What follows belongs to an exercise in optimizing a design on an open flow for small area, a short achievable clock period and few clock cycles per item; a production flow would make more cautious choices.
Only simulation tests tie the RTL to the original design; equivalence was not proved.

===== flow/design.v =====
module decoder_3nrm_mld_final_v3 (
    input wire clk,
    input wire rst_n,
    input wire start,
    input wire [63:0] residues_in,
    output reg [15:0] data_out,
    output reg valid,
    output reg uncorrectable
);
function automatic [24:0] rca(input [23:0] a, input [23:0] b, input ci);
  integer i; reg c;
  begin
    c = ci;
    for (i = 0; i < 24; i = i + 1) begin
      rca[i] = a[i] ^ b[i] ^ c;
      c = (a[i] & b[i]) | (a[i] & c) | (b[i] & c);
    end
    rca[24] = c;
  end
endfunction
function automatic [23:0] csa3(input [23:0] a, input [23:0] b, input [23:0] c);
  reg [24:0] t;
  begin
    t = rca(a ^ b ^ c, {((a & b) | (a & c) | (b & c)), 1'b0}, 1'b0);
    csa3 = t[23:0];
  end
endfunction
function automatic [23:0] csa4(input [23:0] a, input [23:0] b, input [23:0] c, input [23:0] d);
  reg [23:0] s, k;
  begin
    s = a ^ b ^ c; k = {((a & b) | (a & c) | (b & c)), 1'b0};
    csa4 = csa3(s, k, d);
  end
endfunction
function automatic [23:0] csa5(input [23:0] a, input [23:0] b, input [23:0] c, input [23:0] d, input [23:0] e);
  reg [23:0] s, k;
  begin
    s = a ^ b ^ c; k = {((a & b) | (a & c) | (b & c)), 1'b0};
    csa5 = csa4(s, k, d, e);
  end
endfunction
function automatic [23:0] csa6(input [23:0] a, input [23:0] b, input [23:0] c, input [23:0] d, input [23:0] e, input [23:0] f);
  reg [23:0] s1, k1, s2, k2;
  begin
    s1 = a ^ b ^ c; k1 = {((a & b) | (a & c) | (b & c)), 1'b0};
    s2 = d ^ e ^ f; k2 = {((d & e) | (d & f) | (e & f)), 1'b0};
    csa6 = csa4(s1, k1, s2, k2);
  end
endfunction
function automatic [23:0] csa7(input [23:0] a, input [23:0] b, input [23:0] c, input [23:0] d, input [23:0] e, input [23:0] f, input [23:0] g);
  reg [23:0] s1, k1, s2, k2;
  begin
    s1 = a ^ b ^ c; k1 = {((a & b) | (a & c) | (b & c)), 1'b0};
    s2 = d ^ e ^ f; k2 = {((d & e) | (d & f) | (e & f)), 1'b0};
    csa7 = csa5(s1, k1, s2, k2, g);
  end
endfunction
  function automatic ge(input [23:0] a, input [23:0] b);    
    reg [24:0] t;
    begin t = rca(a, ~b, 1'b1); ge = t[24]; end
  endfunction
  function automatic [6:0] modmul(input [7:0] x, input [6:0] c, input [1:0] ms);
    reg [23:0] p0,p1,p2,p3,p4,p5,p6, pr, s; reg [24:0] t;
    begin
      p0 = c[0] ? {16'd0, x} : 24'd0;
      p1 = c[1] ? {15'd0, x, 1'd0} : 24'd0;
      p2 = c[2] ? {14'd0, x, 2'd0} : 24'd0;
      p3 = c[3] ? {13'd0, x, 3'd0} : 24'd0;
      p4 = c[4] ? {12'd0, x, 4'd0} : 24'd0;
      p5 = c[5] ? {11'd0, x, 5'd0} : 24'd0;
      p6 = c[6] ? {10'd0, x, 6'd0} : 24'd0;
      pr = csa7(p0, p1, p2, p3, p4, p5, p6);      
      case (ms)
        2'd0: modmul = {1'b0, pr[5:0]};
        2'd1: begin  
          s = csa3({18'd0, pr[5:0]}, {18'd0, pr[11:6]}, {21'd0, pr[14:12]});
          s = csa3({18'd0, s[5:0]}, {22'd0, s[7:6]}, 24'd0);             
          t = rca(s, ~24'd63, 1'b1); modmul = t[24] ? t[6:0] : s[6:0];
        end
        2'd2: begin  
          s = csa3({18'd0, pr[5:0]}, {18'd0, 6'h3f ^ pr[11:6]}, {21'd0, pr[14:12]});
          s = rca(s, 24'd67, 1'b0);
          t = rca(s, ~24'd130, 1'b1); if (t[24]) s = t[23:0];
          t = rca(s, ~24'd65, 1'b1); modmul = t[24] ? t[6:0] : s[6:0];
        end
        default: begin  
          s = csa3({19'd0, pr[4:0]}, {19'd0, pr[9:5]}, {19'd0, pr[14:10]});    
          s = csa3({19'd0, s[4:0]}, {22'd0, s[6:5]}, 24'd0);                  
          t = rca(s, ~24'd31, 1'b1); modmul = t[24] ? t[6:0] : s[6:0];
        end
      endcase
    end
  endfunction
  reg [5:0] r0, r1; reg [6:0] r2; reg [4:0] r3, r4, r5, r6, r7; reg [3:0] r8;
  always @(posedge clk) begin
    r0 <= residues_in[63:58]; r1 <= residues_in[57:52]; r2 <= residues_in[51:45];
    r3 <= residues_in[44:40]; r4 <= residues_in[39:35]; r5 <= residues_in[34:30];
    r6 <= residues_in[29:25]; r7 <= residues_in[24:20]; r8 <= residues_in[19:16];
  end
  reg busy;
  reg [4:0] g;        
  reg bf;             
  reg [4:0] bl;       
  reg bbig;           
  reg [6:0] wr, br; reg [1:0] mr, ur;    
  reg [1:0] uc;       
  reg [2:0] pt;       
  reg [1:0] xc;       
  always @* begin
    case (g)
      5'd1: begin uc=2'd1; pt=3'd3; xc=2'd0; end
      5'd2: begin uc=2'd0; pt=3'd2; xc=2'd0; end
      5'd3: begin uc=2'd1; pt=3'd0; xc=2'd0; end
      5'd4: begin uc=2'd0; pt=3'd1; xc=2'd0; end
      5'd5: begin uc=2'd1; pt=3'd3; xc=2'd2; end
      5'd6: begin uc=2'd0; pt=3'd0; xc=2'd0; end
      5'd7: begin uc=2'd1; pt=3'd1; xc=2'd0; end
      5'd8: begin uc=2'd1; pt=3'd3; xc=2'd1; end
      5'd9: begin uc=2'd1; pt=3'd2; xc=2'd0; end
      5'd10: begin uc=2'd2; pt=3'd0; xc=2'd0; end
      5'd11: begin uc=2'd2; pt=3'd1; xc=2'd0; end
      5'd12: begin uc=2'd2; pt=3'd3; xc=2'd0; end
      5'd13: begin uc=2'd1; pt=3'd4; xc=2'd0; end
      5'd14: begin uc=2'd2; pt=3'd2; xc=2'd0; end
      5'd15: begin uc=2'd2; pt=3'd3; xc=2'd1; end
      5'd16: begin uc=2'd1; pt=3'd4; xc=2'd1; end
      5'd17: begin uc=2'd2; pt=3'd3; xc=2'd2; end
      5'd18: begin uc=2'd1; pt=3'd4; xc=2'd2; end
      5'd19: begin uc=2'd1; pt=3'd5; xc=2'd0; end
      default: begin uc=2'd0; pt=3'd0; xc=2'd0; end
    endcase
  end
  wire u3 = (uc == 2'd0), u4 = (uc == 2'd1), u5 = (uc == 2'd2);
  wire [4:0] ru = u3 ? r3 : u4 ? r4 : r5;
  wire [24:0] d0w = rca({18'd0, r0}, ~{19'd0, ru}, 1'b1);
  wire [5:0] d0 = d0w[5:0];
  wire [23:0] l0a = {18'd0, d0[0], 5'd0};
  wire [23:0] l0b = u4 ? {18'd0, d0[1:0], 4'd0} : 24'd0;
  wire [23:0] l0c = (u4 | u5) ? {18'd0, d0[3:0], 2'd0} : 24'd0;
  wire [23:0] l0d = u5 ? {18'd0, d0[4:0], 1'd0} : 24'd0;
  wire [23:0] l0e = u3 ? {18'd0, ~d0} : {18'd0, d0};
  wire [23:0] l0s = csa5(l0a, l0b, l0c, l0d, l0e);
  wire [24:0] l0t = rca(l0s, 24'd0, u3);
  wire [5:0] v0 = l0t[5:0];
  wire [24:0] d1w = rca({18'd0, r1}, ~{19'd0, ru}, 1'b1);
  wire [24:0] d1f = rca({18'd0, d1w[5:0]}, 24'd63, 1'b0);
  wire [5:0] d1 = d1w[24] ? d1w[5:0] : d1f[5:0];             
  wire [5:0] d1r0 = d1, d1r1 = {d1[4:0], d1[5]}, d1r3 = {d1[2:0], d1[5:3]}, d1r4 = {d1[1:0], d1[5:2]}, d1r5 = {d1[0], d1[5:1]};
  wire [5:0] l1a = u3 ? ~d1r1 : d1r1;
  wire [5:0] l1b = u4 ? d1r4 : u5 ? d1r0 : 6'd0;
  wire [5:0] l1c = u4 ? d1r5 : u5 ? d1r3 : 6'd0;
  wire [5:0] l1s = l1a ^ l1b ^ l1c;
  wire [5:0] l1k = (l1a & l1b) | (l1a & l1c) | (l1b & l1c);
  wire [24:0] l1t = rca({18'd0, l1s}, {18'd0, l1k[4:0], l1k[5]}, 1'b0);
  wire [24:0] l1u = rca({18'd0, l1t[5:0]}, 24'd0, l1t[6]);
  wire [5:0] v1 = (l1u[5:0] == 6'd63) ? 6'd0 : l1u[5:0];
  wire [24:0] d2w = rca({17'd0, r2}, ~{19'd0, ru}, 1'b1);
  wire [24:0] d2f = rca({17'd0, d2w[6:0]}, 24'd65, 1'b0);
  wire [6:0] d2 = d2w[24] ? d2w[6:0] : d2f[6:0];             
  wire [23:0] l2s = csa4({17'd0, d2}, (u3 | u5) ? {13'd0, d2, 4'd0} : 24'd0, u3 ? {15'd0, d2, 2'd0} : 24'd0, u4 ? {14'd0, d2, 3'd0} : 24'd0);
  wire [23:0] l2f = csa3({18'd0, l2s[5:0]}, {19'd0, ~l2s[10:6]}, 24'd34);    
  wire [24:0] l2g = rca(l2f, ~24'd65, 1'b1);
  wire [6:0] v2 = l2g[24] ? l2g[6:0] : l2f[6:0];
  wire [24:0] d3w = rca({19'd0, r3}, ~{19'd0, ru}, 1'b1);
  wire [24:0] d3f = rca({19'd0, d3w[4:0]}, 24'd31, 1'b0);
  wire [4:0] d3 = d3w[24] ? d3w[4:0] : d3f[4:0];             
  wire [4:0] d3r0 = d3, d3r1 = {d3[3:0], d3[4]}, d3r3 = {d3[1:0], d3[4:2]}, d3r4 = {d3[0], d3[4:1]};
  wire [4:0] l3a = u5 ? d3r4 : ~d3r4;
  wire [4:0] l3b = u5 ? d3r3 : 5'd0;
  wire [4:0] l3c = u5 ? d3r1 : 5'd0;
  wire [4:0] l3d = u5 ? d3r0 : 5'd0;
  wire [4:0] l3s1 = l3a ^ l3b ^ l3c, l3k1 = (l3a & l3b) | (l3a & l3c) | (l3b & l3c);
  wire [4:0] l3c1 = {l3k1[3:0], l3k1[4]};
  wire [4:0] l3s2 = l3s1 ^ l3c1 ^ l3d, l3k2 = (l3s1 & l3c1) | (l3s1 & l3d) | (l3c1 & l3d);
  wire [24:0] l3t = rca({19'd0, l3s2}, {19'd0, l3k2[3:0], l3k2[4]}, 1'b0);
  wire [24:0] l3u = rca({19'd0, l3t[4:0]}, 24'd0, l3t[5]);
  wire [4:0] v3 = (l3u[4:0] == 5'd31) ? 5'd0 : l3u[4:0];
  wire [24:0] d5w = rca({19'd0, r5}, ~{19'd0, r4}, 1'b1);
  wire [24:0] d5f = rca({18'd0, d5w[5:0]}, 24'd23, 1'b0);    
  wire [24:0] d5g = rca({18'd0, d5w[5:0]}, 24'd46, 1'b0);
  wire [4:0] d5 = d5w[24] ? d5w[4:0] : ~d5f[5] ? d5f[4:0] : d5g[4:0];    
  wire [6:0] q5 = {d5, 2'b0};
  wire [24:0] q5a = rca({17'd0, q5}, ~24'd69, 1'b1);
  wire [24:0] q5b = rca({17'd0, q5}, ~24'd46, 1'b1);
  wire [24:0] q5c = rca({17'd0, q5}, ~24'd23, 1'b1);
  wire [4:0] v5 = q5a[24] ? q5a[4:0] : q5b[24] ? q5b[4:0] : q5c[24] ? q5c[4:0] : q5[4:0];
  wire [6:0] vx = (xc == 2'd0) ? {1'b0, v0} : (xc == 2'd1) ? {1'b0, v1} : v2;
  reg [6:0] da, db, dc; reg [7:0] doff; reg [1:0] dms;
  always @* case (pt)
    3'd0: begin da = {1'b0, v1}; db = {1'b0, v0}; dc = 7'd1; doff = 8'd127; dms = 2'd1; end
    3'd1: begin da = {1'b0, v0}; db = v2; dc = 7'd1; doff = 8'd131; dms = 2'd2; end
    3'd2: begin da = v2; db = {1'b0, v1}; dc = 7'd32; doff = 8'd131; dms = 2'd2; end
    3'd3: begin da = {2'b0, v3}; db = vx; dc = (xc == 2'd0) ? 7'd16 : (xc == 2'd1) ? 7'd1 : 7'd21; doff = 8'd94; dms = 2'd3; end
    3'd4: begin da = vx; db = {2'b0, v5}; dc = (xc == 2'd0) ? 7'd39 : (xc == 2'd1) ? 7'd11 : 7'd17;
                doff = (xc == 2'd0) ? 8'd65 : (xc == 2'd1) ? 8'd64 : 8'd66; dms = xc; end
    default: begin da = {2'b0, v3}; db = {2'b0, v5}; dc = 7'd27; doff = 8'd32; dms = 2'd3; end
  endcase
  wire [23:0] dxw = csa3({17'd0, da}, {16'd0, doff}, {16'd0, 1'b1, ~db});
  wire [6:0] wd = modmul(dxw[7:0], dc, dms);
  wire [6:0] base = (pt == 3'd2) ? {1'b0, v1} : (pt == 3'd3) ? vx : (pt[2]) ? {2'b0, v5} : {1'b0, v0};
  wire [1:0] mbs = (pt == 3'd2) ? 2'd1 : (pt == 3'd3) ? xc : (pt[2]) ? 2'd3 : 2'd0;
  wire [6:0] e1 = {1'b0, r1} - {1'b0, r0};
  wire [5:0] b2 = e1[6] ? e1[5:0] - 6'd1 : e1[5:0];
  wire [8:0] z0 = {2'b0, r0, 1'b0} + 9'd130 - {3'b0, r1} - {2'b0, r2} + {7'd0, e1[6], 1'b0};   
  wire [8:0] z1 = (z0 >= 9'd195) ? z0 - 9'd195 : (z0 >= 9'd130) ? z0 - 9'd130 : (z0 >= 9'd65) ? z0 - 9'd65 : z0;
  wire [5:0] zk = z1[6:1];
  wire [6:0] b3 = z1[0] ? 7'd32 - {1'b0, zk} : (zk == 6'd0) ? 7'd0 : 7'd65 - {1'b0, zk};
  wire [11:0] y012 = {b3[5:0], 6'd0} + {6'd0, b2} - {5'd0, b3};
  wire [17:0] x012 = {y012, r0};
  wire [23:0] wm = (mr == 2'd3) ? ~{14'd0, rca({17'd0, wr}, {14'd0, wr, 3'd0}, 1'b0)} : (mr == 2'd1) ? ~{17'd0, wr} : (mr == 2'd2) ? {17'd0, wr} : 24'd0;
  wire [23:0] wsh = (mr == 2'd3) ? {12'd0, wr, 5'd0} : {11'd0, wr, 6'd0};
  wire [23:0] Ws = csa3(wsh, {17'd0, br}, wm);
  wire [24:0] Ww = rca(Ws, 24'd0, mr[0]);
  wire [12:0] W = Ww[12:0];
  wire [4:0] rur = (ur == 2'd0) ? r3 : (ur == 2'd1) ? r4 : r5;
  wire [23:0] kW = (ur == 2'd0) ? {11'd0, W} : (ur == 2'd1) ? csa3({11'd0, W}, {10'd0, W, 1'b0}, 24'd0) : csa3({11'd0, W}, {8'd0, W, 3'b0}, 24'd0);
  wire [23:0] Xs = csa3({6'd0, W, 5'd0}, {19'd0, rur}, ~kW);
  wire [24:0] Xw = rca(Xs, 24'd0, 1'b1);
  wire [17:0] X = (g == 5'd1) ? x012 : Xw[17:0];
  wire [8:0] mt;
  chk_all u_chk (.X(X), .r0(r0), .r1(r1), .r2(r2), .r3(r3), .r4(r4), .r5(r5), .r6(r6), .r7(r7), .r8(r8), .mt(mt));
  wire [2:0] ps1 = mt[2:0] ^ mt[5:3] ^ mt[8:6];
  wire [2:0] pk1 = (mt[2:0] & mt[5:3]) | (mt[2:0] & mt[8:6]) | (mt[5:3] & mt[8:6]);
  wire ones = ps1[0] ^ ps1[1] ^ ps1[2];
  wire onec = (ps1[0] & ps1[1]) | (ps1[0] & ps1[2]) | (ps1[1] & ps1[2]);
  wire twos = pk1[0] ^ pk1[1] ^ pk1[2];
  wire twoc = (pk1[0] & pk1[1]) | (pk1[0] & pk1[2]) | (pk1[1] & pk1[2]);
  wire t2s = onec ^ twos, t2c = onec & twos;
  wire [3:0] nm = {twoc & t2c, (twoc ^ t2c), t2s, ones};
  wire dle2 = nm[3] | (nm[2] & nm[1] & nm[0]);    
  wire deq3 = ~nm[3] & nm[2] & nm[1] & ~nm[0];    
  wire big = X[17] | X[16];
  reg [4:0] lex;
  always @* begin
    case (g)
      5'd1: lex=5'd0;
      5'd2: lex=5'd7;
      5'd3: lex=5'd10;
      5'd4: lex=5'd2;
      5'd5: lex=5'd4;
      5'd6: lex=5'd16;
      5'd7: lex=5'd1;
      5'd8: lex=5'd5;
      5'd9: lex=5'd13;
      5'd10: lex=5'd11;
      5'd11: lex=5'd3;
      5'd12: lex=5'd6;
      5'd13: lex=5'd8;
      5'd14: lex=5'd9;
      5'd15: lex=5'd12;
      5'd16: lex=5'd14;
      5'd17: lex=5'd15;
      5'd18: lex=5'd17;
      5'd19: lex=5'd18;
      5'd20: lex=5'd19;
      default: lex = 5'd0;
    endcase
  end
  wire run = busy;
  wire upd = deq3 && (!bf || !ge({19'd0, lex}, {19'd0, bl}));
  wire nbf = bf | upd;
  wire [4:0] nbl = upd ? lex : bl;
  reg [4:0] nexit;
  always @* begin
    case (nbl)
      5'd0: nexit = 5'd10;
      5'd1: nexit = 5'd10;
      5'd2: nexit = 5'd10;
      5'd3: nexit = 5'd11;
      5'd4: nexit = 5'd11;
      5'd5: nexit = 5'd11;
      5'd6: nexit = 5'd12;
      5'd7: nexit = 5'd12;
      5'd8: nexit = 5'd13;
      5'd9: nexit = 5'd14;
      5'd10: nexit = 5'd14;
      5'd11: nexit = 5'd14;
      5'd12: nexit = 5'd15;
      5'd13: nexit = 5'd15;
      5'd14: nexit = 5'd16;
      5'd15: nexit = 5'd17;
      5'd16: nexit = 5'd17;
      5'd17: nexit = 5'd18;
      5'd18: nexit = 5'd19;
      5'd19: nexit = 5'd20;
      default: nexit = 5'd0;
    endcase
  end
  wire fin = run & (dle2 | (nbf & ge({19'd0, g}, {19'd0, nexit})) | (g == 5'd20));
  always @(posedge clk or negedge rst_n) begin
    if (!rst_n) begin
      busy <= 1'b0; valid <= 1'b0;
    end else begin
      valid <= fin;
      busy <= busy ? !fin : start;
    end
  end
  wire [24:0] ginc = rca({19'd0, g}, 24'd0, 1'b1);
  always @(posedge clk) begin
    wr <= wd; br <= base; mr <= mbs; ur <= uc;
    if (!busy | fin) g <= 5'd1; else g <= ginc[4:0];
    if (!run) begin
      bf <= 1'b0;
    end else begin
      bf <= nbf; bl <= nbl;
      if (dle2 | upd) begin data_out <= X[15:0]; bbig <= big; end
      if (fin) uncorrectable <= (dle2 | upd) ? big : bf ? bbig : 1'b1;
    end
  end
endmodule
module c64(input [17:0] X, input [5:0] r, output e); assign e = X[5:0] == r; endmodule
module c63(input [17:0] X, input [5:0] r, output e);
  wire [5:0] x0 = X[5:0], x1 = X[11:6], x2 = X[17:12], rr = ~r;
  wire [5:0] s1 = x0 ^ x1 ^ x2, k1 = (x0 & x1) | (x0 & x2) | (x1 & x2);
  wire [5:0] c1 = {k1[4:0], k1[5]};
  wire [5:0] s2 = s1 ^ c1 ^ rr, k2 = (s1 & c1) | (s1 & rr) | (c1 & rr);
  wire [5:0] c2 = {k2[4:0], k2[5]};
  assign e = (&(s2 ^ c2)) | ~(|(s2 | c2)) | (&(s2 & c2));
endmodule
module c31(input [17:0] X, input [4:0] r, output e);
  wire [4:0] x0 = X[4:0], x1 = X[9:5], x2 = X[14:10], x3 = {2'b0, X[17:15]}, rr = ~r;
  wire [4:0] s1 = x0 ^ x1 ^ x2, k1 = (x0 & x1) | (x0 & x2) | (x1 & x2);
  wire [4:0] c1 = {k1[3:0], k1[4]};
  wire [4:0] s2 = x3 ^ rr ^ s1, k2 = (x3 & rr) | (x3 & s1) | (rr & s1);
  wire [4:0] c2 = {k2[3:0], k2[4]};
  wire [4:0] s3 = c1 ^ c2 ^ s2, k3 = (c1 & c2) | (c1 & s2) | (c2 & s2);
  wire [4:0] c3 = {k3[3:0], k3[4]};
  assign e = (&(s3 ^ c3)) | ~(|(s3 | c3)) | (&(s3 & c3));
endmodule
module c65(input [17:0] X, input [6:0] r, output e);
  function automatic [24:0] rca(input [23:0] a, input [23:0] b, input ci);
  integer i; reg c;
  begin
    c = ci;
    for (i = 0; i < 24; i = i + 1) begin
      rca[i] = a[i] ^ b[i] ^ c;
      c = (a[i] & b[i]) | (a[i] & c) | (b[i] & c);
    end
    rca[24] = c;
  end
endfunction
function automatic [23:0] csa3(input [23:0] a, input [23:0] b, input [23:0] c);
  reg [24:0] t;
  begin
    t = rca(a ^ b ^ c, {((a & b) | (a & c) | (b & c)), 1'b0}, 1'b0);
    csa3 = t[23:0];
  end
endfunction
function automatic [23:0] csa4(input [23:0] a, input [23:0] b, input [23:0] c, input [23:0] d);
  reg [23:0] s, k;
  begin
    s = a ^ b ^ c; k = {((a & b) | (a & c) | (b & c)), 1'b0};
    csa4 = csa3(s, k, d);
  end
endfunction
function automatic [23:0] csa5(input [23:0] a, input [23:0] b, input [23:0] c, input [23:0] d, input [23:0] e);
  reg [23:0] s, k;
  begin
    s = a ^ b ^ c; k = {((a & b) | (a & c) | (b & c)), 1'b0};
    csa5 = csa4(s, k, d, e);
  end
endfunction
function automatic [23:0] csa6(input [23:0] a, input [23:0] b, input [23:0] c, input [23:0] d, input [23:0] e, input [23:0] f);
  reg [23:0] s1, k1, s2, k2;
  begin
    s1 = a ^ b ^ c; k1 = {((a & b) | (a & c) | (b & c)), 1'b0};
    s2 = d ^ e ^ f; k2 = {((d & e) | (d & f) | (e & f)), 1'b0};
    csa6 = csa4(s1, k1, s2, k2);
  end
endfunction
function automatic [23:0] csa7(input [23:0] a, input [23:0] b, input [23:0] c, input [23:0] d, input [23:0] e, input [23:0] f, input [23:0] g);
  reg [23:0] s1, k1, s2, k2;
  begin
    s1 = a ^ b ^ c; k1 = {((a & b) | (a & c) | (b & c)), 1'b0};
    s2 = d ^ e ^ f; k2 = {((d & e) | (d & f) | (e & f)), 1'b0};
    csa7 = csa5(s1, k1, s2, k2, g);
  end
endfunction
  wire [8:0] S = csa4({3'd0,X[5:0]}, {3'd0,X[17:12]}, {3'd0,~X[11:6]}, {2'd0,~r});
  assign e = (S == 9'd125) | (S == 9'd190) | (S == 9'd255);
endmodule
module c17(input [17:0] X, input [4:0] r, output e);
  function automatic [24:0] rca(input [23:0] a, input [23:0] b, input ci);
  integer i; reg c;
  begin
    c = ci;
    for (i = 0; i < 24; i = i + 1) begin
      rca[i] = a[i] ^ b[i] ^ c;
      c = (a[i] & b[i]) | (a[i] & c) | (b[i] & c);
    end
    rca[24] = c;
  end
endfunction
function automatic [23:0] csa3(input [23:0] a, input [23:0] b, input [23:0] c);
  reg [24:0] t;
  begin
    t = rca(a ^ b ^ c, {((a & b) | (a & c) | (b & c)), 1'b0}, 1'b0);
    csa3 = t[23:0];
  end
endfunction
function automatic [23:0] csa4(input [23:0] a, input [23:0] b, input [23:0] c, input [23:0] d);
  reg [23:0] s, k;
  begin
    s = a ^ b ^ c; k = {((a & b) | (a & c) | (b & c)), 1'b0};
    csa4 = csa3(s, k, d);
  end
endfunction
function automatic [23:0] csa5(input [23:0] a, input [23:0] b, input [23:0] c, input [23:0] d, input [23:0] e);
  reg [23:0] s, k;
  begin
    s = a ^ b ^ c; k = {((a & b) | (a & c) | (b & c)), 1'b0};
    csa5 = csa4(s, k, d, e);
  end
endfunction
function automatic [23:0] csa6(input [23:0] a, input [23:0] b, input [23:0] c, input [23:0] d, input [23:0] e, input [23:0] f);
  reg [23:0] s1, k1, s2, k2;
  begin
    s1 = a ^ b ^ c; k1 = {((a & b) | (a & c) | (b & c)), 1'b0};
    s2 = d ^ e ^ f; k2 = {((d & e) | (d & f) | (e & f)), 1'b0};
    csa6 = csa4(s1, k1, s2, k2);
  end
endfunction
function automatic [23:0] csa7(input [23:0] a, input [23:0] b, input [23:0] c, input [23:0] d, input [23:0] e, input [23:0] f, input [23:0] g);
  reg [23:0] s1, k1, s2, k2;
  begin
    s1 = a ^ b ^ c; k1 = {((a & b) | (a & c) | (b & c)), 1'b0};
    s2 = d ^ e ^ f; k2 = {((d & e) | (d & f) | (e & f)), 1'b0};
    csa7 = csa5(s1, k1, s2, k2, g);
  end
endfunction
  wire [6:0] S = csa6({3'd0,X[3:0]}, {3'd0,~X[7:4]}, {3'd0,X[11:8]}, {3'd0,~X[15:12]}, {5'd0,X[17:16]}, {2'd0,~r});
  assign e = (S == 7'd10) | (S == 7'd27) | (S == 7'd44) | (S == 7'd61) | (S == 7'd78);
endmodule
module c11(input [17:0] X, input [3:0] r, output e);
  function automatic [24:0] rca(input [23:0] a, input [23:0] b, input ci);
  integer i; reg c;
  begin
    c = ci;
    for (i = 0; i < 24; i = i + 1) begin
      rca[i] = a[i] ^ b[i] ^ c;
      c = (a[i] & b[i]) | (a[i] & c) | (b[i] & c);
    end
    rca[24] = c;
  end
endfunction
function automatic [23:0] csa3(input [23:0] a, input [23:0] b, input [23:0] c);
  reg [24:0] t;
  begin
    t = rca(a ^ b ^ c, {((a & b) | (a & c) | (b & c)), 1'b0}, 1'b0);
    csa3 = t[23:0];
  end
endfunction
function automatic [23:0] csa4(input [23:0] a, input [23:0] b, input [23:0] c, input [23:0] d);
  reg [23:0] s, k;
  begin
    s = a ^ b ^ c; k = {((a & b) | (a & c) | (b & c)), 1'b0};
    csa4 = csa3(s, k, d);
  end
endfunction
function automatic [23:0] csa5(input [23:0] a, input [23:0] b, input [23:0] c, input [23:0] d, input [23:0] e);
  reg [23:0] s, k;
  begin
    s = a ^ b ^ c; k = {((a & b) | (a & c) | (b & c)), 1'b0};
    csa5 = csa4(s, k, d, e);
  end
endfunction
function automatic [23:0] csa6(input [23:0] a, input [23:0] b, input [23:0] c, input [23:0] d, input [23:0] e, input [23:0] f);
  reg [23:0] s1, k1, s2, k2;
  begin
    s1 = a ^ b ^ c; k1 = {((a & b) | (a & c) | (b & c)), 1'b0};
    s2 = d ^ e ^ f; k2 = {((d & e) | (d & f) | (e & f)), 1'b0};
    csa6 = csa4(s1, k1, s2, k2);
  end
endfunction
function automatic [23:0] csa7(input [23:0] a, input [23:0] b, input [23:0] c, input [23:0] d, input [23:0] e, input [23:0] f, input [23:0] g);
  reg [23:0] s1, k1, s2, k2;
  begin
    s1 = a ^ b ^ c; k1 = {((a & b) | (a & c) | (b & c)), 1'b0};
    s2 = d ^ e ^ f; k2 = {((d & e) | (d & f) | (e & f)), 1'b0};
    csa7 = csa5(s1, k1, s2, k2, g);
  end
endfunction
  wire [6:0] S = csa5({2'd0,X[4:0]}, {2'd0,~X[9:5]}, {2'd0,X[14:10]}, {4'd0,~X[17:15]}, {3'd0,~r});
  assign e = (S==7'd9)|(S==7'd20)|(S==7'd31)|(S==7'd42)|(S==7'd53)|(S==7'd64)|(S==7'd75)|(S==7'd86)|(S==7'd97)|(S==7'd108);
endmodule
module c19(input [17:0] X, input [4:0] r, output e);
  function automatic [24:0] rca(input [23:0] a, input [23:0] b, input ci);
  integer i; reg c;
  begin
    c = ci;
    for (i = 0; i < 24; i = i + 1) begin
      rca[i] = a[i] ^ b[i] ^ c;
      c = (a[i] & b[i]) | (a[i] & c) | (b[i] & c);
    end
    rca[24] = c;
  end
endfunction
function automatic [23:0] csa3(input [23:0] a, input [23:0] b, input [23:0] c);
  reg [24:0] t;
  begin
    t = rca(a ^ b ^ c, {((a & b) | (a & c) | (b & c)), 1'b0}, 1'b0);
    csa3 = t[23:0];
  end
endfunction
function automatic [23:0] csa4(input [23:0] a, input [23:0] b, input [23:0] c, input [23:0] d);
  reg [23:0] s, k;
  begin
    s = a ^ b ^ c; k = {((a & b) | (a & c) | (b & c)), 1'b0};
    csa4 = csa3(s, k, d);
  end
endfunction
function automatic [23:0] csa5(input [23:0] a, input [23:0] b, input [23:0] c, input [23:0] d, input [23:0] e);
  reg [23:0] s, k;
  begin
    s = a ^ b ^ c; k = {((a & b) | (a & c) | (b & c)), 1'b0};
    csa5 = csa4(s, k, d, e);
  end
endfunction
function automatic [23:0] csa6(input [23:0] a, input [23:0] b, input [23:0] c, input [23:0] d, input [23:0] e, input [23:0] f);
  reg [23:0] s1, k1, s2, k2;
  begin
    s1 = a ^ b ^ c; k1 = {((a & b) | (a & c) | (b & c)), 1'b0};
    s2 = d ^ e ^ f; k2 = {((d & e) | (d & f) | (e & f)), 1'b0};
    csa6 = csa4(s1, k1, s2, k2);
  end
endfunction
function automatic [23:0] csa7(input [23:0] a, input [23:0] b, input [23:0] c, input [23:0] d, input [23:0] e, input [23:0] f, input [23:0] g);
  reg [23:0] s1, k1, s2, k2;
  begin
    s1 = a ^ b ^ c; k1 = {((a & b) | (a & c) | (b & c)), 1'b0};
    s2 = d ^ e ^ f; k2 = {((d & e) | (d & f) | (e & f)), 1'b0};
    csa7 = csa5(s1, k1, s2, k2, g);
  end
endfunction
  wire [24:0] s1w = rca({15'd0, X[8:0]}, {15'd0, ~X[17:9]}, 1'b0);
  wire [9:0] S1 = s1w[9:0];
  wire [5:0] l = S1[5:0]; wire [3:0] h = S1[9:6];
  wire [7:0] S = csa4({2'd0,l}, {1'd0,h,3'd0}, {4'd0,~h}, {3'd0,~r});
  assign e = (S==8'd6)|(S==8'd25)|(S==8'd44)|(S==8'd63)|(S==8'd82)|(S==8'd101)|(S==8'd120)|(S==8'd139)|(S==8'd158)|(S==8'd177)|(S==8'd196)|(S==8'd215);
endmodule
module c23(input [17:0] X, input [4:0] r, output e);
  function automatic [24:0] rca(input [23:0] a, input [23:0] b, input ci);
  integer i; reg c;
  begin
    c = ci;
    for (i = 0; i < 24; i = i + 1) begin
      rca[i] = a[i] ^ b[i] ^ c;
      c = (a[i] & b[i]) | (a[i] & c) | (b[i] & c);
    end
    rca[24] = c;
  end
endfunction
function automatic [23:0] csa3(input [23:0] a, input [23:0] b, input [23:0] c);
  reg [24:0] t;
  begin
    t = rca(a ^ b ^ c, {((a & b) | (a & c) | (b & c)), 1'b0}, 1'b0);
    csa3 = t[23:0];
  end
endfunction
function automatic [23:0] csa4(input [23:0] a, input [23:0] b, input [23:0] c, input [23:0] d);
  reg [23:0] s, k;
  begin
    s = a ^ b ^ c; k = {((a & b) | (a & c) | (b & c)), 1'b0};
    csa4 = csa3(s, k, d);
  end
endfunction
function automatic [23:0] csa5(input [23:0] a, input [23:0] b, input [23:0] c, input [23:0] d, input [23:0] e);
  reg [23:0] s, k;
  begin
    s = a ^ b ^ c; k = {((a & b) | (a & c) | (b & c)), 1'b0};
    csa5 = csa4(s, k, d, e);
  end
endfunction
function automatic [23:0] csa6(input [23:0] a, input [23:0] b, input [23:0] c, input [23:0] d, input [23:0] e, input [23:0] f);
  reg [23:0] s1, k1, s2, k2;
  begin
    s1 = a ^ b ^ c; k1 = {((a & b) | (a & c) | (b & c)), 1'b0};
    s2 = d ^ e ^ f; k2 = {((d & e) | (d & f) | (e & f)), 1'b0};
    csa6 = csa4(s1, k1, s2, k2);
  end
endfunction
function automatic [23:0] csa7(input [23:0] a, input [23:0] b, input [23:0] c, input [23:0] d, input [23:0] e, input [23:0] f, input [23:0] g);
  reg [23:0] s1, k1, s2, k2;
  begin
    s1 = a ^ b ^ c; k1 = {((a & b) | (a & c) | (b & c)), 1'b0};
    s2 = d ^ e ^ f; k2 = {((d & e) | (d & f) | (e & f)), 1'b0};
    csa7 = csa5(s1, k1, s2, k2, g);
  end
endfunction
  wire [24:0] s1w = rca({13'd0, X[10:0]}, {17'd0, X[17:11]}, 1'b0);
  wire [11:0] S1 = s1w[11:0];
  wire [5:0] l = S1[5:0]; wire [5:0] h = S1[11:6];
  wire [8:0] S2 = csa3({3'd0,l}, {1'd0,~h,2'd0}, {3'd0,~h}) ;
  wire [5:0] l2 = S2[5:0]; wire [2:0] h2 = S2[8:6];
  wire [7:0] S = csa4({2'd0,l2}, {3'd0,~h2,2'd0}, {5'd0,~h2}, {3'd0,~r});
  assign e = (S==8'd13)|(S==8'd36)|(S==8'd59)|(S==8'd82)|(S==8'd105)|(S==8'd128);
endmodule
module c29(input [17:0] X, input [4:0] r, output e);
  function automatic [24:0] rca(input [23:0] a, input [23:0] b, input ci);
  integer i; reg c;
  begin
    c = ci;
    for (i = 0; i < 24; i = i + 1) begin
      rca[i] = a[i] ^ b[i] ^ c;
      c = (a[i] & b[i]) | (a[i] & c) | (b[i] & c);
    end
    rca[24] = c;
  end
endfunction
function automatic [23:0] csa3(input [23:0] a, input [23:0] b, input [23:0] c);
  reg [24:0] t;
  begin
    t = rca(a ^ b ^ c, {((a & b) | (a & c) | (b & c)), 1'b0}, 1'b0);
    csa3 = t[23:0];
  end
endfunction
function automatic [23:0] csa4(input [23:0] a, input [23:0] b, input [23:0] c, input [23:0] d);
  reg [23:0] s, k;
  begin
    s = a ^ b ^ c; k = {((a & b) | (a & c) | (b & c)), 1'b0};
    csa4 = csa3(s, k, d);
  end
endfunction
function automatic [23:0] csa5(input [23:0] a, input [23:0] b, input [23:0] c, input [23:0] d, input [23:0] e);
  reg [23:0] s, k;
  begin
    s = a ^ b ^ c; k = {((a & b) | (a & c) | (b & c)), 1'b0};
    csa5 = csa4(s, k, d, e);
  end
endfunction
function automatic [23:0] csa6(input [23:0] a, input [23:0] b, input [23:0] c, input [23:0] d, input [23:0] e, input [23:0] f);
  reg [23:0] s1, k1, s2, k2;
  begin
    s1 = a ^ b ^ c; k1 = {((a & b) | (a & c) | (b & c)), 1'b0};
    s2 = d ^ e ^ f; k2 = {((d & e) | (d & f) | (e & f)), 1'b0};
    csa6 = csa4(s1, k1, s2, k2);
  end
endfunction
function automatic [23:0] csa7(input [23:0] a, input [23:0] b, input [23:0] c, input [23:0] d, input [23:0] e, input [23:0] f, input [23:0] g);
  reg [23:0] s1, k1, s2, k2;
  begin
    s1 = a ^ b ^ c; k1 = {((a & b) | (a & c) | (b & c)), 1'b0};
    s2 = d ^ e ^ f; k2 = {((d & e) | (d & f) | (e & f)), 1'b0};
    csa7 = csa5(s1, k1, s2, k2, g);
  end
endfunction
  wire [8:0] S = csa7({4'd0,X[4:0]}, {4'd0,X[9:5]}, {3'd0,X[9:5],1'b0}, {5'd0,X[13:10]}, {2'd0,X[13:10],3'd0}, {5'd0,~X[17:14]}, {4'd0,~r});
  assign e = (S==9'd17)|(S==9'd46)|(S==9'd75)|(S==9'd104)|(S==9'd133)|(S==9'd162)|(S==9'd191)|(S==9'd220)|(S==9'd249)|(S==9'd278);
endmodule
module chk_all(input [17:0] X, input [5:0] r0, input [5:0] r1, input [6:0] r2, input [4:0] r3, input [4:0] r4,
  input [4:0] r5, input [4:0] r6, input [4:0] r7, input [3:0] r8, output [8:0] mt);
  c64 u0(X,r0,mt[0]); c63 u1(X,r1,mt[1]); c65 u2(X,r2,mt[2]); c31 u3(X,r3,mt[3]); c29 u4(X,r4,mt[4]);
  c23 u5(X,r5,mt[5]); c19 u6(X,r6,mt[6]); c17 u7(X,r7,mt[7]); c11 u8(X,r8,mt[8]);
endmodule

===== flow/run.sh =====
#!/bin/bash
# synth_recipe.tcl (not shown) runs the flow's synth.tcl, then flattens the netlist and writes it again
# the make line also repeats each setting of config.mk as NAME=value (left out here)
make -C /OpenROAD-flow-scripts/flow DESIGN_CONFIG=/design/flow/config.mk WORK_HOME=/design/flow/orfs CLKGATE_MAP_FILE= SYNTH_SCRIPT=/design/flow/synth_recipe.tcl finish

===== flow/config.mk =====
export PLATFORM = sky130hd
export DESIGN_NAME = decoder_3nrm_mld_final_v3
export DESIGN_NICKNAME = decoder_3nrm_mld_final_v3
export VERILOG_FILES = /design/flow/design.v
export SDC_FILE = /design/flow/constraint.sdc
export NUM_CORES = 4
export LEC_CHECK = 0
export ABC_AREA = 1
export ABC_CLOCK_PERIOD_IN_PS = 20000
export CAP_MARGIN = 20
export CORE_MARGIN = 2
export CORE_UTILIZATION = 40
export SLEW_MARGIN = 20
export SYNTH_MEMORY_MAX_BITS = 65536

===== flow/constraint.sdc =====
create_clock -name core_clock -period 110.0 [get_ports {clk}]
set_input_delay 22.0000 -clock core_clock [delete_from_list [all_inputs] [get_ports {clk}]]
set_output_delay 22.0000 -clock core_clock [all_outputs]
set_load 0.01 [all_outputs]

==> results of run 1 <==
sequential cells by signal, summed over array words and instances, names as in the netlist, 6 cells and up:
name and flops:
r2 7, data_out 16, br 7, r1 6
r0 6, wr 7
critical path, delay by kind of cell (launching register included):
family	cells	cell delay [ps]
xor+xnor	3	810
flops	1	380
fa+ha+maj	56	19860
buf+inv	19	1860
simple gates	7	1350
compound gates	8	2330
cells in the final DEF (no fill, tap or decap), types with 23 or more instances in the layout:
cell type / instances
clkdlybuf4s50_1: 68
nand2_1: 426
inv_1: 688
dfxtp_1: 84
nor2_1: 161
a21oi_1: 75
edfxtp_1: 23
nand3_1: 79
ha_1: 371
o21ai_0: 97
xor2_1: 43
fa_1: 336
xnor2_1: 40
final cells by class:
cell class / instances / share of cell area [%]
Multi-Input combinational cell: 1859 / 71.03
Clock buffer: 10 / 0.9387
Antenna cell: 1 / 0.01026
Sequential cell: 109 / 9.931
Timing Repair Buffer: 85 / 3.314
Tap cell: 748 / 3.837
Inverter: 697 / 10.75
Clock inverter: 6 / 0.1898
through the flow:
step                instances  hold WS [ps]  instance area, um2  utilization [%]
CTS                      3514         453.1               24390            44.10
detailed placement       3498         442.1               24110            43.60
global route             3514         458.5               24390            44.10
global placement         3498         438.9               24110            43.60
floorplan                2692         354.6               22480                -
finish                   3515         448.9               24390            44.10
path summary, 6_finish.rpt:
path	start	endpoint	slack, ps	depth (start not counted)
max	uc[1]	wr[0]	83240	93
min in group asynchronous	rst_n	valid	21790	1
min	uc[0]	ur[0]	450	0
min reg2reg	uc[0]	ur[0]	450	0
max reg2reg	uc[1]	wr[0]	83240	93
max in group asynchronous	rst_n	busy	88090	1
kinds of logic after synthesis:
logic type      synth area share (%)
buf+inv                        12.13
xor+xnor                       3.357
simple gates                   15.25
flops                          10.78
compound gates                 7.454
mux                           0.4454
fa+ha+maj                      50.58
metal layers:
metal / up-vias / track usage [%]
met1: 8470 / 27.24
li1: 8450 / -
met2: 387 / 34.20
met4: 0 / 3.685
met5: - / 0
met3: 34 / 1.773
==> reports/metrics.cfg, run 1 <==
[sta]
setup_ws_ps=83240
period_share_pct=24.33
worstMarginPinSlew_ps=890.5
fmax_ghz=0.03737
tns_ps=0
slew-limit-headroom_pct=40.45
maxSlewViolCount=0
setup_viol=0
hold_viol=0
finClkSkew_ps=7.798
fin_crit_ps=26760
rsz0062_at_grt=false

[global_routing]
gr-usage-all-layers_pct=19.82
grt_first_pass_wirelength_mm=91.79
grt_pass1_vias=18130
antenna_found_initial=0
grt_max_degree=22
grt_overflow_total=0

[synth]
ys_types=62
yosysTopAreaCellShare_pct=29.93
syn-cell-area_um2=22480
yosysWarnings=7
synth_most_common_cell=inv_1
synth_nets=3466
yosys-top-cells-area=fa_1 30%, ha_1 21%, inv_1 11%
synth-main-ff-cell=dfxtp_1
synth_top_area_cell=fa_1
synth_seq_cells=109
ys_async_sr_fraction_pct=1.835
synth_commonest_cells=688 x inv_1, 426 x nand2_1, 371 x ha_1, 336 x fa_1, 161 x nor2_1
syn_avg_cell_area_um2=8.349
synth_seq_area_share_pct=10.78
synthCells=2692
synth-edff-count=23

[detailed_routing]
drtPass1Iterations=6
wl_met2_mm=26.35
drt_iter0_drc=978
met3_length_mm=2.301
drc=0
wl_per_cell_um=15.51
drt_wl_total_mm=54.52
maxUsedRoutingLayer=met4
viasPerCell=4.933
ant_nets=0
wl_met1_mm=25.25
vias=17340

[run_status]
status=no timing/DRC/antenna violations

[place]
dp_slack_ps=83130
hpwl_mm=46.87
io_buffers=68
gp_congestion=0.9118

[final_layout]
regArea_um2=2422
fill_cells=5514
multiInputGateArea_um2=17330
drive_gt1_share_pct=3.941
final_net_count=3535
syn_to_final_growth_pct=8.528

[clock_tree]
cts_setup_buffers=0
h-tree-depth=3
cts_root_buffer=clkbuf_16
cts.sinks=109
path_clk_slew_ps=80
clk-insertion-delay-late_ps=370
cts_resized=0
cts-buffers-inserted=9
clock_path_buffers=2
cts_tree=done
hold_buffers=0

[worst_setup_path]
endpoint_kind=flop
crit_type=reg -> reg
cp-start-kind=flop
slowest_stage=fa_1
crit_path_max_incr_delay_ps=610
cp_data_required_time_ps=110240
critPathArrivalTime_ps=27000
critPathMaxFanout=19
path_common_cell=fa_1

[floorplanning]
die_w_um=241.0
core_um2=55310
die-area_um2=58100
rows=86
die_y_um=241.0
ios=85
initial_core_util_pct=40.64

[hold_path]
min_path_type=reg -> reg

[flow_run]
drv_cap=0

Testbench counts, summed over its fixed seeds: cycles 2,975, items 480.
==> inputs of run 2 (changes only) <==
--- a/flow/design.v
+++ b/flow/design.v
@@ -59,7 +59,7 @@
     reg [24:0] t;
     begin t = rca(a, ~b, 1'b1); ge = t[24]; end
   endfunction
-  function automatic [6:0] modmul(input [7:0] x, input [6:0] c, input [1:0] ms);
+  function automatic [7:0] modmul(input [7:0] x, input [6:0] c, input [1:0] ms);
     reg [23:0] p0,p1,p2,p3,p4,p5,p6, pr, s; reg [24:0] t;
     begin
       p0 = c[0] ? {16'd0, x} : 24'd0;
@@ -71,22 +71,22 @@
       p6 = c[6] ? {10'd0, x, 6'd0} : 24'd0;
       pr = csa7(p0, p1, p2, p3, p4, p5, p6);      
       case (ms)
-        2'd0: modmul = {1'b0, pr[5:0]};
+        2'd0: modmul = {2'b0, pr[5:0]};
         2'd1: begin  
           s = csa3({18'd0, pr[5:0]}, {18'd0, pr[11:6]}, {21'd0, pr[14:12]});
           s = csa3({18'd0, s[5:0]}, {22'd0, s[7:6]}, 24'd0);             
-          t = rca(s, ~24'd63, 1'b1); modmul = t[24] ? t[6:0] : s[6:0];
+          modmul = s[7:0];
         end
         2'd2: begin  
           s = csa3({18'd0, pr[5:0]}, {18'd0, 6'h3f ^ pr[11:6]}, {21'd0, pr[14:12]});
           s = rca(s, 24'd67, 1'b0);
           t = rca(s, ~24'd130, 1'b1); if (t[24]) s = t[23:0];
-          t = rca(s, ~24'd65, 1'b1); modmul = t[24] ? t[6:0] : s[6:0];
+          modmul = s[7:0];
         end
         default: begin  
           s = csa3({19'd0, pr[4:0]}, {19'd0, pr[9:5]}, {19'd0, pr[14:10]});    
           s = csa3({19'd0, s[4:0]}, {22'd0, s[6:5]}, 24'd0);                  
-          t = rca(s, ~24'd31, 1'b1); modmul = t[24] ? t[6:0] : s[6:0];
+          modmul = s[7:0];
         end
       endcase
     end
@@ -102,7 +102,7 @@
   reg bf;             
   reg [4:0] bl;       
   reg bbig;           
-  reg [6:0] wr, br; reg [1:0] mr, ur;    
+  reg [7:0] wq; reg [6:0] br; reg [1:0] mr, ur, dmr;    
   reg [1:0] uc;       
   reg [2:0] pt;       
   reg [1:0] xc;       
@@ -196,17 +196,28 @@
     default: begin da = {2'b0, v3}; db = {2'b0, v5}; dc = 7'd27; doff = 8'd32; dms = 2'd3; end
   endcase
   wire [23:0] dxw = csa3({17'd0, da}, {16'd0, doff}, {16'd0, 1'b1, ~db});
-  wire [6:0] wd = modmul(dxw[7:0], dc, dms);
+  wire [7:0] wd = modmul(dxw[7:0], dc, dms);
   wire [6:0] base = (pt == 3'd2) ? {1'b0, v1} : (pt == 3'd3) ? vx : (pt[2]) ? {2'b0, v5} : {1'b0, v0};
   wire [1:0] mbs = (pt == 3'd2) ? 2'd1 : (pt == 3'd3) ? xc : (pt[2]) ? 2'd3 : 2'd0;
-  wire [6:0] e1 = {1'b0, r1} - {1'b0, r0};
-  wire [5:0] b2 = e1[6] ? e1[5:0] - 6'd1 : e1[5:0];
-  wire [8:0] z0 = {2'b0, r0, 1'b0} + 9'd130 - {3'b0, r1} - {2'b0, r2} + {7'd0, e1[6], 1'b0};   
-  wire [8:0] z1 = (z0 >= 9'd195) ? z0 - 9'd195 : (z0 >= 9'd130) ? z0 - 9'd130 : (z0 >= 9'd65) ? z0 - 9'd65 : z0;
+  wire [24:0] e1w = rca({18'd0, r1}, ~{18'd0, r0}, 1'b1);
+  wire [24:0] e1m = rca({18'd0, e1w[5:0]}, 24'd63, 1'b0);
+  wire [5:0] b2 = e1w[24] ? e1w[5:0] : e1m[5:0];
+  wire [23:0] z0w = csa5({17'd0, r0, 1'b0}, {16'd0, 2'b11, ~r1}, {16'd0, 1'b1, ~r2}, {22'd0, ~e1w[24], 1'b0}, 24'd132);
+  wire [8:0] z0 = z0w[8:0];
+  wire [24:0] z195 = rca({15'd0, z0}, ~24'd195, 1'b1);
+  wire [24:0] z130 = rca({15'd0, z0}, ~24'd130, 1'b1);
+  wire [24:0] z65 = rca({15'd0, z0}, ~24'd65, 1'b1);
+  wire [6:0] z1 = z195[24] ? z195[6:0] : z130[24] ? z130[6:0] : z65[24] ? z65[6:0] : z0[6:0];
   wire [5:0] zk = z1[6:1];
-  wire [6:0] b3 = z1[0] ? 7'd32 - {1'b0, zk} : (zk == 6'd0) ? 7'd0 : 7'd65 - {1'b0, zk};
-  wire [11:0] y012 = {b3[5:0], 6'd0} + {6'd0, b2} - {5'd0, b3};
-  wire [17:0] x012 = {y012, r0};
+  wire [24:0] b3o = rca(24'd32, ~{18'd0, zk}, 1'b1);
+  wire [24:0] b3e = rca(24'd65, ~{18'd0, zk}, 1'b1);
+  wire [6:0] b3 = z1[0] ? b3o[6:0] : (zk == 6'd0) ? 7'd0 : b3e[6:0];
+  wire [23:0] y012 = csa3({12'd0, b3[5:0], 6'd0}, {18'd0, b2}, {12'd0, 5'h1f, ~b3});
+  wire [24:0] y012p = rca(y012, 24'd1, 1'b0);
+  wire [17:0] x012 = {y012p[11:0], r0};
+  wire [6:0] mdig = (dmr == 2'd1) ? 7'd63 : (dmr == 2'd2) ? 7'd65 : (dmr == 2'd3) ? 7'd31 : 7'd127;
+  wire [24:0] wqs = rca({16'd0, wq}, ~{17'd0, mdig}, 1'b1);
+  wire [6:0] wr = (wqs[24] && dmr != 2'd0) ? wqs[6:0] : wq[6:0];
   wire [23:0] wm = (mr == 2'd3) ? ~{14'd0, rca({17'd0, wr}, {14'd0, wr, 3'd0}, 1'b0)} : (mr == 2'd1) ? ~{17'd0, wr} : (mr == 2'd2) ? {17'd0, wr} : 24'd0;
   wire [23:0] wsh = (mr == 2'd3) ? {12'd0, wr, 5'd0} : {11'd0, wr, 6'd0};
   wire [23:0] Ws = csa3(wsh, {17'd0, br}, wm);
@@ -297,8 +308,8 @@
   end
   wire [24:0] ginc = rca({19'd0, g}, 24'd0, 1'b1);
   always @(posedge clk) begin
-    wr <= wd; br <= base; mr <= mbs; ur <= uc;
-    if (!busy | fin) g <= 5'd1; else g <= ginc[4:0];
+    wq <= wd; dmr <= dms; br <= base; mr <= mbs; ur <= uc;
+    if (!busy) g <= 5'd1; else g <= ginc[4:0];
     if (!run) begin
       bf <= 1'b0;
     end else begin
==> run 2 against run 1 <==
- synthesized cell count shrank 4.1%
- synthesized area shrank 1.4%
- first-iteration DRC count grew 1.0%
- highest routed layer unchanged
- cell area shrank 1.4%
- critical endpoint is now uncorrectable
- largest cell class unchanged
==> reports/metrics.cfg, run 2 <==
[worst_setup_path]
crit_type=reg -> reg
reg2reg_from=dmr[1]
critPathArrivalTime_ps=25740  ; -1260 ps
cp-start-kind=flop
r2r_cells=100  ; +7.5%
r2r_setup_slack_ps=84340  ; +1100 ps
regToRegEndpoint=uncorrectable
critPathMaxFanout=13  ; -6
cp_data_required_time_ps=110090  ; -150 ps
crit_family=adder cells
path_common_cell=fa_1
crit_buf_inv=20  ; +1
endpoint_kind=flop
slowest_stage=o22ai_1
crit_path_max_incr_delay_ps=690  ; +80 ps

[final_layout]
final_common_cell=inv_1
top_register=data_out
multiInputGateArea_um2=16800  ; -3.0%
stdcell_area_um2=24050  ; -1.4%
final_net_count=3457  ; -2.2%
drive_gt1_share_pct=3.387  ; -0.55 points
stdcell_count=3361  ; -4.4%
layout_common_cells=725 x inv_1, 382 x ha_1, 356 x fa_1, 321 x nand2_1, 178 x nor2_1
reg_top3=data_out: 16 flops, wq: 8 flops
regArea_um2=2482  ; +2.5%
fill_cells=5420  ; -1.7%
syn_to_final_growth_pct=8.563  ; about the same
largest_register_ffs=16  ; unchanged
antenna_cells=0  ; -1

[synth]
ys_async_sr_fraction_pct=1.786  ; -0.049 points
yosysWarnings=7  ; unchanged
synth-edff-count=23  ; unchanged
synthCells=2581  ; -4.1%
ys_types=60  ; -3.2%
synth_nets=3386  ; -2.3%
yosys-top-cells-area=fa_1 32%, ha_1 22%, inv_1 12%
synth_commonest_cells=725 x inv_1, 382 x ha_1, 356 x fa_1, 321 x nand2_1, 179 x nor2_1
synth_seq_area_share_pct=11.21  ; +0.43 points
synth_simple_gate_area_share_pct=11.90  ; -3.4 points
synth_most_common_cell=inv_1
synth_seq_cells=112  ; +2.8%
synthAdderAreaFrac_pct=53.75  ; +3.2 points
synth_top_family_by_area=adder cells
synth_xor_area_share_pct=2.209  ; -1.1 points
synth_top_area_cell=fa_1
syn_avg_cell_area_um2=8.582  ; +2.8%
syn-cell-area_um2=22150  ; -1.4%
muxShareOfSynthArea_pct=0.2259  ; -0.22 points
synth-main-ff-cell=dfxtp_1
synth_compound_area_share_pct=7.699  ; +0.24 points
yosysTopAreaCellShare_pct=32.17  ; +2.2 points

[sta]
slew-limit-headroom_pct=25.73  ; -15 points
fmax_ghz=0.03898  ; +4.3%
worstMarginPinSlew_ps=1107  ; +216.9 ps
rsz0062_at_grt=false
period_share_pct=23.32  ; -1.0 points
fin_crit_ps=25660  ; -1102 ps
finClkSkew_ps=16.45  ; +8.657 ps
maxSlewViolCount=0  ; unchanged
whs_ps=413.2  ; -35.63 ps
setup_viol=0  ; unchanged
tns_ps=0  ; unchanged
hold_viol=0  ; unchanged

[clock_tree]
cts-buffers-inserted=9  ; unchanged
h-tree-depth=3  ; unchanged
cts_root_buffer=clkbuf_16
cts_tree=done
clk-insertion-delay-late_ps=400  ; +30 ps
cts_resized=0  ; unchanged
path_clk_slew_ps=90  ; about the same
hold_buffers=0  ; unchanged
clock_path_buffers=2  ; unchanged
cts.sinks=112  ; +2.8%
cts_setup_buffers=0  ; unchanged

[floorplanning]
core_um2=54880  ; -0.78%
die_w_um=239.3  ; -0.71%
initial_core_util_pct=40.36  ; -0.27 points
die-area_um2=57280  ; -1.4%
rows=86  ; unchanged
ios=85  ; unchanged
die_y_um=239.3  ; -0.71%

[hold_path]
min_path_type=reg -> reg
min_path_cells=0  ; unchanged
min-delay-start=uc[0]
whs_endpoint=ur[0]

[flow_run]
drv_cap=0  ; unchanged

[global_routing]
grt_first_pass_wirelength_mm=89.95  ; -2.0%
grt_use_met3_pct=2.616  ; +0.84 points
grt_overflow_total=0  ; unchanged
busiest_layer=met2
grt_max_degree=34  ; +55%
grt_use_met1_pct=27.83  ; +0.59 points
gr-usage-all-layers_pct=19.96  ; +0.14 points
grt_pass1_vias=17580  ; -3.0%
met2_usage_pct=32.85  ; -1.4 points
antenna_found_initial=0  ; unchanged

[detailed_routing]
wl_per_cell_um=15.91  ; +2.6%
vias=16640  ; -4.0%
drc=0  ; unchanged
drt_iter0_drc=988  ; +1.0%
viasPerCell=4.951  ; +0.35%
drt_wl_total_mm=53.48  ; -1.9%
drtPass1Iterations=7  ; +1
ant_nets=0  ; unchanged

[place]
gp_congestion=0.9104  ; -0.15%
hpwl_mm=46.38  ; -1.0%
placed_area_um2=23750  ; -1.5%
io_buffers=68  ; unchanged
placedCellCount=3345  ; -4.4%

[run_status]
status=no timing/DRC/antenna violations

## run 2: worst max path at each step
stage | from | end | slack [ps] | cells after the start
final | dmr[1] | uncorrectable | 84340 | 100
after global routing | dmr[0] | uncorrectable | 82860 | 99
after CTS | dmr[1] | uncorrectable | 84290 | 100
after detailed placement | dmr[1] | uncorrectable | 84350 | 100
after global placement | dmr[1] | uncorrectable | 84810 | 100
after floorplan | dmr[1] | uncorrectable | 87000 | 101
## run 2: cells by family after synthesis
logic type,Yosys count
XOR/XNOR,55
adder cells (fa/ha/maj),738
AND/OR/NAND/NOR,626
multiplexers,5
AO/OA/AOI/OAI,281
flip-flops,112
buffers and inverters,764
## run 2: final cells by class
cell class	instances	area share, %
Timing Repair Buffer	87	3.424
Clock buffer	10	0.9938
Sequential cell	112	10.32
Inverter	737	11.53
Multi-Input combinational cell	1705	69.86
Clock inverter	6	0.1977
Tap cell	704	3.663
## run 2: stage by stage
stage	setup WS, ps	utilization [%]
after detailed placement	84350	43.28
after CTS	84290	43.80
final	84340	43.82
after floorplan	87000	-
after global placement	84810	43.28
after global routing	82860	43.82
## run 2: metal layers
metal	up-vias	share of wire, %
met4	0	1.6
met5	-	0
met1	8205	47
met2	354	47
met3	57	4.1
li1	8023	-
Testbench counts of run 2, summed over its fixed seeds: cycles 2,975, items 480.

==> afterwards: timing with drivers on the ports <==
No port has a modelled driver above. Below, the same layouts with a new extraction and two added sets of constraints. Step 1: set_driving_cell puts a clkbuf_16 on clk and a buf_2 on each other input, an assumption about the parent block. Step 2, shift: input delay + t, output delay - t, t = (earliest + latest rising clock arrival at the registers) / 2. This alone moves slack from input paths to output paths. a / b / c = no drivers / after step 1 / after step 2; a / b = the first two.
run | t (ns) | setup slack, ns | worst hold slack (ns)
run 1 | 0.424 | 83.242 / 83.242 / 83.242 | 0.449 / 0.449 / 0.449
run 2 | 0.448 | 84.343 / 84.343 / 84.343 | 0.413 / 0.413 / 0.413
After both steps setup and hold are still met in every run listed.
